Background: an optimization exercise with open tools, aiming at small area and a short achievable clock period. Do not read the settings as production practice. In this exercise RTL edits were held to simulation tests only and were not proved equivalent to the original. Power and IR drop assume default switching activity.

File: design.v
`timescale 1ns / 1ps
module Lorenz_axi (
    input clk,
    input rst,
    input key_valid,          
    input [7:0] key_in,       
    output reg [7:0] tdata,   
    output reg tvalid,        
    input tready              
);
    reg signed [43:0] x, y, z;
    reg signed [43:0] x_next, y_next, z_next;
    reg signed [43:0] a, b, c;
    localparam signed [43:0] T = 44'sd10486;  
    reg [1:0] key_select;
    always @(posedge clk or posedge rst) begin
        if (rst) begin
            x <= 44'sd1048576;   
            y <= 44'sd2097152;
            z <= 44'sd3145728;
            a <= 44'sd10485760;
            b <= 44'sd29360128;
            c <= 44'sd87381;
            key_select <= 2'b00;
            tvalid <= 0;
        end 
        else begin
            if (key_valid) begin
                a <= 44'sd10485760 + (key_in[7:0] << 12);
                b <= 44'sd29360128 + (key_in[7:0] << 12);
                c <= 44'sd87381 + (key_in[7:0] << 12);
            end
            x_next = x + ((T * (a * (y - x) >> 20)) >> 20);
            y_next = y + ((T * ((b * x >> 20) - (x * z >> 20) - y) >> 20));
            z_next = z + ((T * ((x * y >> 20) - (c * z >> 20)) >> 20));
            x <= x_next;
            y <= y_next;
            z <= z_next;
            case (key_select)
                2'b00: tdata <= x_next[7:0];
                2'b01: tdata <= y_next[7:0];
                2'b10: tdata <= z_next[7:0];
            endcase
            key_select <= key_select + 1;
            tvalid <= 1'b1;   
            if (tready)
                tvalid <= 1'b1;
        end
    end
endmodule
`timescale 1ns / 1ps
module Encryptor_axi (
    input clk,
    input rst,
    input [7:0] pixel_in,      
    input pixel_valid,         
    input [7:0] tdata,         
    input tvalid,              
    output reg tready,         
    output reg [7:0] pixel_out,  
    output reg done
);
    reg [31:0] count;
    always @(posedge clk or posedge rst) begin
        if (rst) begin
            count <= 0;
            done <= 0;
            pixel_out <= 0;
            tready <= 1'b1;   
        end 
        else if (pixel_valid && tvalid) begin
            pixel_out <= pixel_in ^ tdata;  
            count <= count + 1;
            if (count == (512*512*3)) 
                done <= 1;
        end
    end
endmodule
`timescale 1ns / 1ps
module Lorenz_Encryptor_Top (
    input wire clk,
    input wire rst,
    input wire [7:0]  s_axis_key_tdata,    
    input wire        s_axis_key_tvalid,   
    output wire       s_axis_key_tready,   
    output wire [7:0] m_axis_key_tdata,    
    output wire       m_axis_key_tvalid,   
    input wire        m_axis_key_tready,   
    input wire [7:0]  s_axis_pixel_tdata,   
    input wire        s_axis_pixel_tvalid,  
    output wire       s_axis_pixel_tready,  
    output wire [7:0] m_axis_pixel_tdata,   
    output wire       m_axis_pixel_tvalid,  
    input wire        m_axis_pixel_tready,  
    output wire done
);
    wire [7:0] key_data_out;
    wire key_valid_out;
    wire key_ready_in;
    Lorenz_axi lorenz_inst (
        .clk(clk),
        .rst(rst),
        .key_valid(s_axis_key_tvalid),    
        .key_in(s_axis_key_tdata),        
        .tdata(key_data_out),             
        .tvalid(key_valid_out),           
        .tready(key_ready_in)             
    );
    Encryptor_axi encryptor_inst (
        .clk(clk),
        .rst(rst),
        .pixel_in(s_axis_pixel_tdata),    
        .pixel_valid(s_axis_pixel_tvalid),
        .tdata(key_data_out),             
        .tvalid(key_valid_out),           
        .tready(key_ready_in),            
        .pixel_out(m_axis_pixel_tdata),   
        .done(done)
    );
    assign s_axis_key_tready  = key_ready_in;   
    assign m_axis_key_tdata   = key_data_out;   
    assign m_axis_key_tvalid  = key_valid_out;  
    assign s_axis_pixel_tready = m_axis_pixel_tready;   
    assign m_axis_pixel_tvalid = s_axis_pixel_tvalid;   
endmodule
File: run.sh
#!/bin/bash
# synth_recipe.tcl (not shown) runs the flow's synth.tcl, then flattens the netlist and writes it again
# the make line also repeats each setting of config.mk as NAME=value (left out here)
make -C /OpenROAD-flow-scripts/flow DESIGN_CONFIG=/design/flow/config.mk WORK_HOME=/design/flow/orfs CLKGATE_MAP_FILE= SYNTH_SCRIPT=/design/flow/synth_recipe.tcl finish
File: config.mk
export PLATFORM = sky130hd
export DESIGN_NAME = Lorenz_Encryptor_Top
export DESIGN_NICKNAME = Lorenz_Encryptor_Top
export VERILOG_FILES = /design/flow/design.v
export SDC_FILE = /design/flow/constraint.sdc
export NUM_CORES = 4
export LEC_CHECK = 0
export CAP_MARGIN = 20
export CORE_MARGIN = 2
export CORE_UTILIZATION = 40
export SLEW_MARGIN = 20
File: constraint.sdc
create_clock -name core_clock -period 22.0 [get_ports {clk}]
set_input_delay 4.4000 -clock core_clock [delete_from_list [all_inputs] [get_ports {clk}]]
set_output_delay 4.4000 -clock core_clock [all_outputs]
set_load 0.01 [all_outputs]
==> summary.txt <==
-- per-layer routing --
metal	global-route usage, %	vias up	wire length [um]	part of all wire [%]
met3	4.950	689	36170	9.1
met2	39.08	3463	174100	44
met1	33.87	47600	164700	42
met5	0	-	164	0.041
li1	-	41466	-	-
met4	10.51	24	21030	5.3
-- per-stage QoR --
stage	power (mW)	worst slack [ps]	hold slack [ps]	cell area, um2	std cells
after floorplan	0.4518	3385	442.6	129300	14255
after global placement	0.5125	966.9	459.3	135300	18347
after detailed placement	0.5131	885.5	462.5	135300	18347
after CTS	1.005	923.0	475.3	136200	18397
after global routing	1.019	2.713	493.3	136200	18400
final	0.9916	946.9	472.3	136300	18413
-- worst max-delay path by stage --
stage	start	to	slack (ps)	depth (start not counted)
4_1_cts	lorenz_inst.x[1]$_DFF_PP0_	lorenz_inst.y[38]$_DFF_PP0_	920	72
6_report	lorenz_inst.x[1]$_DFF_PP0_	lorenz_inst.y[38]$_DFF_PP0_	950	79
5_1_grt	lorenz_inst.x[8]$_DFF_PP0_	lorenz_inst.y[38]$_DFF_PP0_	3	84
3_5_place_dp	lorenz_inst.z[3]$_DFF_PP0_	lorenz_inst.y[32]$_DFF_PP0_	890	78
2_1_floorplan	lorenz_inst.x[18]$_DFF_PP0_	lorenz_inst.y[38]$_DFF_PP0_	3380	79
3_3_place_gp	lorenz_inst.x[8]$_DFF_PP0_	lorenz_inst.y[32]$_DFF_PP0_	970	78
-- cell usage after synthesis (all sizes together) (5+ instances only) --
library cell / count / area share [%]
a21boi: 17 / 0.099
nor4: 22 / 0.11
edfxtp: 8 / 0.19
o31a: 5 / 0.034
xnor2: 535 / 3.7
o211ai: 15 / 0.087
inv: 3787 / 11
clkbuf: 489 / 1.4
nor3: 71 / 0.27
a21o: 135 / 0.79
and2: 718 / 3.5
xor2: 164 / 1.1
fa: 2871 / 44
o21a: 63 / 0.37
and4: 9 / 0.061
dfrtp: 186 / 3.6
and3: 42 / 0.20
nand3: 67 / 0.26
buf: 34 / 0.12
ha: 1847 / 18
o22ai: 5 / 0.024
nand2: 1412 / 4.1
dfstp: 7 / 0.14
a31oi: 26 / 0.15
a41o: 5 / 0.039
a21oi: 245 / 0.96
or2: 12 / 0.058
clkinv: 33 / 0.096
nor2b: 65 / 0.31
a211o: 7 / 0.047
nand4: 36 / 0.17
a2111oi: 8 / 0.069
nor2: 941 / 2.7
a211oi: 15 / 0.087
a41oi: 5 / 0.034
a31o: 5 / 0.034
mux2: 9 / 0.078
nand2b: 38 / 0.18
o21bai: 46 / 0.27
o311ai: 5 / 0.034
or3: 22 / 0.11
o21ai: 160 / 0.63
a221oi: 7 / 0.047
o31ai: 6 / 0.039
-- flip-flops by register name, summed over array words and instances, names as in the netlist --
register                  count
lorenz_inst.tvalid            1
encryptor_inst.done           1
lorenz_inst.key_select        2
lorenz_inst.b                 8
lorenz_inst.tdata             8
lorenz_inst.z                44
lorenz_inst.x                44
lorenz_inst.c                 9
encryptor_inst.count         32
lorenz_inst.y                44
encryptor_inst.pixel_out      8
-- area by class of cell --
type / instances / area [um2] / share of cell area (%)
Antenna cell: 14 / 35.03 / 0.02571
Clock buffer: 36 / 802.0 / 0.5885
Tap cell: 4305 / 5386 / 3.953
Multi-Input combinational cell: 9711 / 107900 / 79.21
Sequential cell: 201 / 5161 / 3.787
Timing Repair Buffer: 312 / 2487 / 1.825
Inverter: 3820 / 14350 / 10.53
Clock inverter: 14 / 112.6 / 0.08263
-- logic make-up after synthesis --
logic type,share of synthesized area (%)
other cells,0.002900
flops,3.928
mux,0.1016
simple gates,12.15
xor+xnor,4.787
fa+ha+maj,62.32
buf+inv,12.63
compound gates,4.074
-- repair_timing --
action / 4_1_cts / 5_1_grt
setup buffers: 0 / 2
endpoints found under the setup margin: 0 / 15
gates resized for setup: 0 / 8
-- report_power, final --
group | total, mW | internal (mW) | switching, mW
logic | 0.101 | 0.0251 | 0.0762
clock network | 0.485 | 0.260 | 0.226
registers | 0.405 | 0.383 | 0.0223
total | 0.992 | 0.667 | 0.324
==> summary.md <==
| Metric | Value |
|---|---|
| Total of max-cap violations | 0 |
| Clk_skew | 85.74 ps |
| Vias after detailed routing | 93242 |
| Worst Hold Path EP | encryptor_inst.count[31]$_DFFE_PP0P_ |
| Layout cells sized above 1 | 3.193% |
| Avg WL per Cell | 21.52 um |
| DRT iter0 DRCs | 6841 |
| Crit. End Element | flip-flop |
| Crit path time final | 21050 ps |
| Slew margin rel. | 19.89% |
| Slowest cell on the critical path | dfrtp_2 |
| Area grow syn2layout | 5.392% |
| Worst Setup Start Kind | flip-flop |
| Worst slew pin tran | 1193 ps |
| Flops & latches, synth | 201 |
| WHS Path Cells | 1 |
| Setup CP Type | flip-flop to flip-flop |
| Worst-Skew Late Latency | 710 ps |
| Die Wd | 572.6 um |
| Max Slew Vio Count | 0 |
| CTS tree | built |
| Main synth FF type | dfrtp_1 |
| Rows | 208 |
| I/O Pins | 43 |
| Register area share after synthesis | 3.928% |
| Max Fanout on Critical Path | 15 |
| Most common cell after layout, fill and taps aside | inv_1 |
| Starting density of the core | 40.23% |
| Mapped cell area | 129300 um2 |
| CP max stage delay | 1040 ps |
| Die Height | 572.6 um |
| Core area | 321400 um2 |
| Cells after Synth | 14254 |
| Final antenna-violating net count | 0 |
| Buf+Inv Stages, Crit Path | 10 |
| Max Freq | 47.50 MHz |
| Clk root buf | clkbuf_16 |
| RSZ-0062 raised after global routing | no |
| Vias per inst | 5.064 |
| Worst r2r path cells | 79 |
| DR pass1 iterations | 9 |
| EDFF count, synth | 8 |
| CTS Sinks | 201 |
| HP Start | encryptor_inst.count[31]$_DFFE_PP0P_ |
| CTS Buf Count | 27 |
| Tcrit/Tclk final | 95.70% |
| H-tree depth | 1 |
| Asr flop ratio synth | 96.02% |
| Most used cell, CP | fa_1 |
| Power per cell area | 7.276 nW/um2 |
| First-pass GRT wire length | 613.4 mm |
| GP Congestion | 0.9794 |
| GRT Total Usage | 25.03% |
| Total gr overflow | 0 |
| Hold_buf cts | 0 |
| Critical R2R Launch | lorenz_inst.x[1]$_DFF_PP0_ |
| Outcome | timing/DRC/antenna clean |
| Lkg Pwr | 72.96 nW |
| Syn_area_per_cell | 9.071 um2 |
| WL final | 396.3 mm |
| # setup viols final | 0 |
| Ys Warns | 2 |
| Detailed-placement wirelength estimate | 326.0 mm |
| CP arrival | 21680 ps |
| Final Hold Fails | 0 |
| Setup TNS | 0 ps |
| Worst vdd ir | 0.00007679 V |
| Drc violations | 0 |
| Synth cell types | 93 |
| Reg clk slew, reported paths | 70 ps |
| WP data required | 22630 ps |
| Worst reg2reg setup slack | 950 ps |
| Min-delay worst type | flip-flop to flip-flop |
| Largest net degree at the start of global routing | 85 |
| Count of input and output buffers | 38 |
| CTS max path bufs | 3 |
| Most frequent cells in the layout | inv_1, fa_1, ha_1 |
| Final net count | 18813 |
| # fillers | 31644 |
| Die area | 327800 um2 |
| Critical R2R Capture | lorenz_inst.y[38]$_DFF_PP0_ |
| Number of global-route vias before repair | 98856 |
| Core Util, Final | 42.40% |
| Crit-path leading delay family | adder cells |
| Initial antenna violation count | 29 |

[afterwards: timing with drivers on the ports]
Ports are ideal in the flow. The routed layout listed here was re-timed in OpenROAD. Step 1, drivers: a clkbuf_16 drives clk and a buf_2 each remaining input, both assumed. Step 2 moves the port delays by t, midway between the first and last clock arrival at a register: inputs arrive t later, outputs are due t later. That takes back most of the time a late clock gives input paths. Slacks: ideal ports / drivers / drivers and shift; pairs: ideal ports / drivers.
shift t [ns]: 0.743
setup slack, ns: 0.947 / 0.947 / 0.947
worst setup path after step 2: register to register
worst register clock-pin slew, ns: 0.09 / 0.09
worst data-port slew with drivers (ns): 0.07
After both steps setup and hold are still met in this run. The setup slack of this run moves by 0.000 ns with the drivers and by 0.000 ns with both steps.
